Background: an optimization exercise with open tools, aiming at small area. Do not read the settings as production practice. Function was checked by simulation only, so behaviour that the tests miss may differ from the original. The flow treats the clock pin as an ideal source. Dropping or thinning the clock tree relies on that and would not hold on a real chip. No activity file was given, so power comes from the tool's default toggle rates.

==> job 999 <==
==> flow/design.v (excerpt) <==
module battleship (
  input            clk  ,
  input            rst  ,
  input            start,
  input      [1:0] X    ,
  input      [1:0] Y    ,
  input            pAb  ,
  input            pBb  ,
  output reg [7:0] disp0,
  output reg [7:0] disp1,
  output reg [7:0] disp2,
  output reg [7:0] disp3,
  output reg [7:0] led
);
localparam [3:0] IDLE = 4'd0;
localparam [3:0] DISPLAY_A = 4'd8;
localparam [3:0] INPUT_A = 4'd2;
localparam [3:0] ERROR = 4'd10;
localparam [3:0] DISPLAY_B = 4'd9;
localparam [3:0] INPUT_B = 4'd3;
localparam [3:0] SHOW_SCORE = 4'd11;
localparam [3:0] SHOOT_A = 4'd4;
localparam [3:0] SINK_A = 4'd12;
localparam [3:0] WIN_A = 4'd14;
localparam [3:0] SHOOT_B = 4'd5;
localparam [3:0] SINK_B = 4'd13;
localparam [3:0] WIN_B = 4'd15;
localparam [3:0] OVRWIN_A = 4'd6;
localparam [3:0] OVRWIN_B = 4'd7;
localparam [7:0] D0 = 8'b00111111, D1 = 8'b00000110, D2 = 8'b01011011, D4 = 8'b01100110;
function [7:0] dig;
  input [1:0] v;
  dig = {1'b0, v[1], ~v[1] & ~v[0], ~v[0], v[1] | ~v[0], ~v[1] | v[0], 1'b1, v[1] | ~v[0]};
endfunction
reg  [3:0]  st;
reg  [15:0] mA, mB;    
reg  [1:0]  sA, sB;    
reg  [1:0]  XQ, YQ;    
reg         Z;         
reg         oa, ob;    
reg         lw;        
reg  [1:0]  ch;        
wire [5:0] cnt = {ch, YQ, XQ};
reg         btn;       
wire bA = btn, bB = btn;
wire s_IDLE = st == IDLE;
wire s_DISPLAY_A = st == DISPLAY_A;
wire s_INPUT_A = st == INPUT_A;
wire s_ERROR = st == ERROR;
wire s_DISPLAY_B = st == DISPLAY_B;
wire s_INPUT_B = st == INPUT_B;
wire s_SHOW_SCORE = st == SHOW_SCORE;
wire s_SHOOT_A = st == SHOOT_A;
wire s_SINK_A = st == SINK_A;
wire s_WIN_A = st == WIN_A;
wire s_SHOOT_B = st == SHOOT_B;
wire s_SINK_B = st == SINK_B;
wire s_WIN_B = st == WIN_B;
wire s_OVRWIN_A = st == OVRWIN_A;
wire s_OVRWIN_B = st == OVRWIN_B;
wire timed = s_DISPLAY_A | s_DISPLAY_B | s_ERROR | s_SHOW_SCORE | s_SINK_A | s_SINK_B | s_WIN_A | s_WIN_B;
wire t49 = cnt[0] & ~cnt[1] & ~cnt[2] & cnt[3] & ~cnt[5];
wire [5:0] cnt_inc = {cnt[4:0], ~(cnt[5] ^ cnt[4])};
  ...
clock: 5.0 ns
lec_check: 0
abc_area: 1
cap_margin: 0
core_margin: 2
core_utilization: 40
gpl_timing_driven: 0
slew_margin: 0
standard.sh (not shown) runs the stock make flow with config.mk's settings and CLKGATE_MAP_FILE= SYNTH_SCRIPT=/design/flow/synth_recipe.tcl, a recipe that flattens the netlist after the stock synthesis.
==> flow/flow/run.sh <==
#!/bin/bash
# Layout flow: the standard synthesis; an area-oriented re-mapping of the
# combinational logic (registers untouched, best of several ABC seeds); the standard flow's
# standard layout with minimum-size port buffers; after CTS, the clock tree is
# replaced by a few clock buffers that each drive a compact group of flip-flops.
set -u
RES=$PWD/orfs/results/$FLOW_PLATFORM/battleship/base
bash standard.sh synth > 1_standard_synth.log 2>&1 || { echo "standard synth failed"; exit 1; }
cp "$RES/1_2_yosys.v" 1_2_yosys_standard.v
export REMAP_T=20
REMAP_SEED=0 REMAP_TAG=0 REMAP_EXTRA="" yosys -c flow/remap.tcl > 2_remap_yosys_0.log 2>&1
pids=""
for s in $(seq 1 15); do
  extra=""
  if [ $s -ge 8 ]; then extra="; strash; dch -f; map -a"; fi
  REMAP_SEED=$((s % 8)) REMAP_TAG=$s REMAP_EXTRA="$extra" yosys -c flow/remap.tcl > 2_remap_yosys_$s.log 2>&1 &
  pids="$pids $!"
  if [ $((s % 4)) -eq 3 ]; then wait $pids; pids=""; fi
done
wait $pids
best=""; besta=""
for s in $(seq 0 15); do
  f=1_2_yosys_remap_$s.v; st=2_remap_stat_$s.txt
  [ -s "$f" ] && [ -s "$st" ] || continue
  a=$(grep "Chip area for module" "$st" | awk '{print $NF}')
  echo "remap seed $s: $a" >> 2_remap_summary.txt
  if [ -z "$besta" ] || awk "BEGIN{exit !($a < $besta)}"; then best=$f; besta=$a; fi
done
if [ -n "$best" ]; then
  echo "using $best ($besta)" >> 2_remap_summary.txt
  cp "$best" "$RES/1_2_yosys.v"
  rm -f "$RES/1_synth.odb" "$RES/1_synth.sdc"
else
  echo "remap failed, keeping the standard netlist" | tee -a 2_remap_summary.txt
fi
export MC_CLOCK_PORT=clk MC_BUF=sky130_fd_sc_hd__clkbuf_8 MC_GROUPS=3
bash standard.sh "BUFFER_PORTS_ARGS=-buffer_cell sky130_fd_sc_hd__buf_1" \
  "CTS_ARGS=-sink_clustering_enable -repair_clock_nets -dont_use_dummy_load" \
  "POST_CTS_TCL=$PWD/flow/manual_clock.tcl" finish > 3_standard_layout.log 2>&1 || { echo "layout failed"; tail -20 3_standard_layout.log; exit 1; }
Other scripts of this flow, unchanged in this note and not shown: flow/flow/manual_clock.tcl, flow/flow/remap.tcl
==> job 9325: changes against job 999 <==
--- a/flow/design.v
+++ b/flow/design.v
@@ -33,17 +33,17 @@
   dig = {1'b0, v[1], ~v[1] & ~v[0], ~v[0], v[1] | ~v[0], ~v[1] | v[0], 1'b1, v[1] | ~v[0]};
 endfunction
 reg  [3:0]  st;
 reg  [15:0] mA, mB;    
 reg  [1:0]  sA, sB;    
 reg  [1:0]  XQ, YQ;    
 reg         Z;         
 reg         oa, ob;    
-reg         lw;        
+wire        lw = Z;    
 reg  [1:0]  ch;        
 wire [5:0] cnt = {ch, YQ, XQ};
 reg         btn;       
 wire bA = btn, bB = btn;
 wire s_IDLE = st == IDLE;
 wire s_DISPLAY_A = st == DISPLAY_A;
 wire s_INPUT_A = st == INPUT_A;
 wire s_ERROR = st == ERROR;
@@ -117,26 +117,28 @@
   else begin       ch <= 2'd0; YQ <= Y; XQ <= X; end
   btn <= nsideb ? pBb : pAb;
   for (i = 0; i < 16; i = i + 1) begin
     if (wdA[i]) mA[i] <= s_INPUT_A;
     if (wdB[i]) mB[i] <= s_INPUT_B;
   end
   if (clrS) sA <= 2'd0; else if (incA) sA <= sA + 2'd1;
   if (clrS) sB <= 2'd0; else if (incB) sB <= sB + 2'd1;
-  if ((s_SHOOT_A & bA) | (s_SHOOT_B & bB)) Z <= rd;
   if (rst) begin
     st <= IDLE;
     oa <= 1'b0;
     ob <= 1'b0;
-    lw <= 1'b0;
+    Z  <= 1'b0;
   end else begin
     st <= nst;
-    if (s_WIN_A & t49 & ~oa) begin oa <= 1'b1; lw <= 1'b0; end
-    if (s_WIN_B & t49 & ~ob) begin ob <= 1'b1; lw <= 1'b1; end
+    if (s_WIN_A & t49) oa <= 1'b1;
+    if (s_WIN_B & t49) ob <= 1'b1;
+    if ((s_SHOOT_A | s_SHOOT_B) & btn) Z <= rd;
+    else if (s_WIN_A) Z <= 1'b0;
+    else if (s_WIN_B) Z <= 1'b1;
   end
 end
 wire d_xy   = s_INPUT_A | s_SHOOT_A | s_INPUT_B | s_SHOOT_B;
 wire d_sink = s_SINK_A | s_SINK_B;
 wire d_wa   = s_WIN_A | s_OVRWIN_A;
 wire d_wb   = s_WIN_B | s_OVRWIN_B;
 wire d_num  = d_xy | d_sink | d_wa | d_wb | s_SHOW_SCORE;
 wire [1:0] v0 = d_xy ? YQ : d_sink ? sB : d_wa ? {1'b0, ob} : d_wb ? {ob, ~ob} : 2'd0;
--- a/flow/flow/run.sh
+++ b/flow/flow/run.sh
@@ -1,13 +1,14 @@
 #!/bin/bash
 # Layout flow: the standard synthesis; an area-oriented re-mapping of the
 # combinational logic (registers untouched, best of several ABC seeds); the standard flow's
 # standard layout with minimum-size port buffers; after CTS, the clock tree is
-# replaced by a few clock buffers that each drive a compact group of flip-flops.
+# replaced by a few clock buffers that each drive a compact group of flip-flops;
+# one tie cell drives all the constant outputs.
 set -u
 RES=$PWD/orfs/results/$FLOW_PLATFORM/battleship/base
 bash standard.sh synth > 1_standard_synth.log 2>&1 || { echo "standard synth failed"; exit 1; }
 cp "$RES/1_2_yosys.v" 1_2_yosys_standard.v
 export REMAP_T=20
 REMAP_SEED=0 REMAP_TAG=0 REMAP_EXTRA="" yosys -c flow/remap.tcl > 2_remap_yosys_0.log 2>&1
 pids=""
 for s in $(seq 1 15); do
@@ -31,9 +32,9 @@
   cp "$best" "$RES/1_2_yosys.v"
   rm -f "$RES/1_synth.odb" "$RES/1_synth.sdc"
 else
   echo "remap failed, keeping the standard netlist" | tee -a 2_remap_summary.txt
 fi
 export MC_CLOCK_PORT=clk MC_BUF=sky130_fd_sc_hd__clkbuf_8 MC_GROUPS=3
 bash standard.sh "BUFFER_PORTS_ARGS=-buffer_cell sky130_fd_sc_hd__buf_1" \
   "CTS_ARGS=-sink_clustering_enable -repair_clock_nets -dont_use_dummy_load" \
-  "POST_CTS_TCL=$PWD/flow/manual_clock.tcl" finish > 3_standard_layout.log 2>&1 || { echo "layout failed"; tail -20 3_standard_layout.log; exit 1; }
+  "POST_CTS_TCL=$PWD/flow/manual_clock.tcl" SKIP_REPAIR_TIE_FANOUT=1 finish > 3_standard_layout.log 2>&1 || { echo "layout failed"; tail -20 3_standard_layout.log; exit 1; }
==> notes <==
In job 999 the total power is lower than in job 9325, by 44%. Against job 9325, the flip-flop and latch count of job 999 is higher by 1. Between job 999 and job 9325, the lower fmax is in job 9325 (gap about 5%, measured against job 9325). Of job 9325 and job 999, job 999 has the higher utilization (gap 0.18 points). Wire length: job 999 is lower than job 9325 (about 7%). Job 9325 finished with timing, DRC and antenna clean. Job 999 finished clean. Against job 9325, the sequential power of job 999 is smaller by 19%.
==> figures <==
quantity                                                    job 9325     job 999
Post-detail-place hpwl                                       5340 µm     5060 µm
Met3 demand-to-capacity share in global routing                3.07%       2.67%
Portion of total power attributed to combinational logic       54.0%       29.5%
Total wire length after detailed routing                     6920 µm     6460 µm
Worst EP required                                            4.00 ns     5.06 ns
DP Cell Count                                                    426         434
Result of the run                   no timing/DRC/antenna violations  no timing/DRC/antenna violations
Met2 track demand over resource in global routing              29.5%       32.7%
1st-pass router iterations                                         5           4
Post-route cell area                                        2860 µm²    2870 µm²
Worst slack at placement                                    0.479 ns    0.704 ns
Placement Cell Area                                         2810 µm²    2830 µm²
Sequential cell area                                        1320 µm²    1350 µm²
Vertical die dimension                                       83.9 µm     84.0 µm
In every run of this note, the design's own scripts or RTL, not TritonCTS, make the clock network.

separate check: timing with driven ports:
The flow's constraints put no driver on any port. The routed layouts listed below were extracted and timed again, unchanged, in two steps. Step 1 sets driving cells, clkbuf_16 on the clock port and buf_2 on the other inputs (assumed; they add their load-dependent delay and slew). Step 2 moves the port delays by t, midway between the first and last clock arrival at a register: inputs arrive t later, outputs are due t later. That takes back most of the time a late clock gives input paths. Three values: no drivers, after step 1, after step 2; two values: the first two.
run | t (ns) | slack for setup (ns) | pins driven straight from the clock port
job 999 | 0.213 | 0.638 / 0.638 / 0.638 | 3
job 9325 | 0.203 | 0.429 / 0.380 / 0.583 | 3
After both steps setup and hold are still met in every run listed.
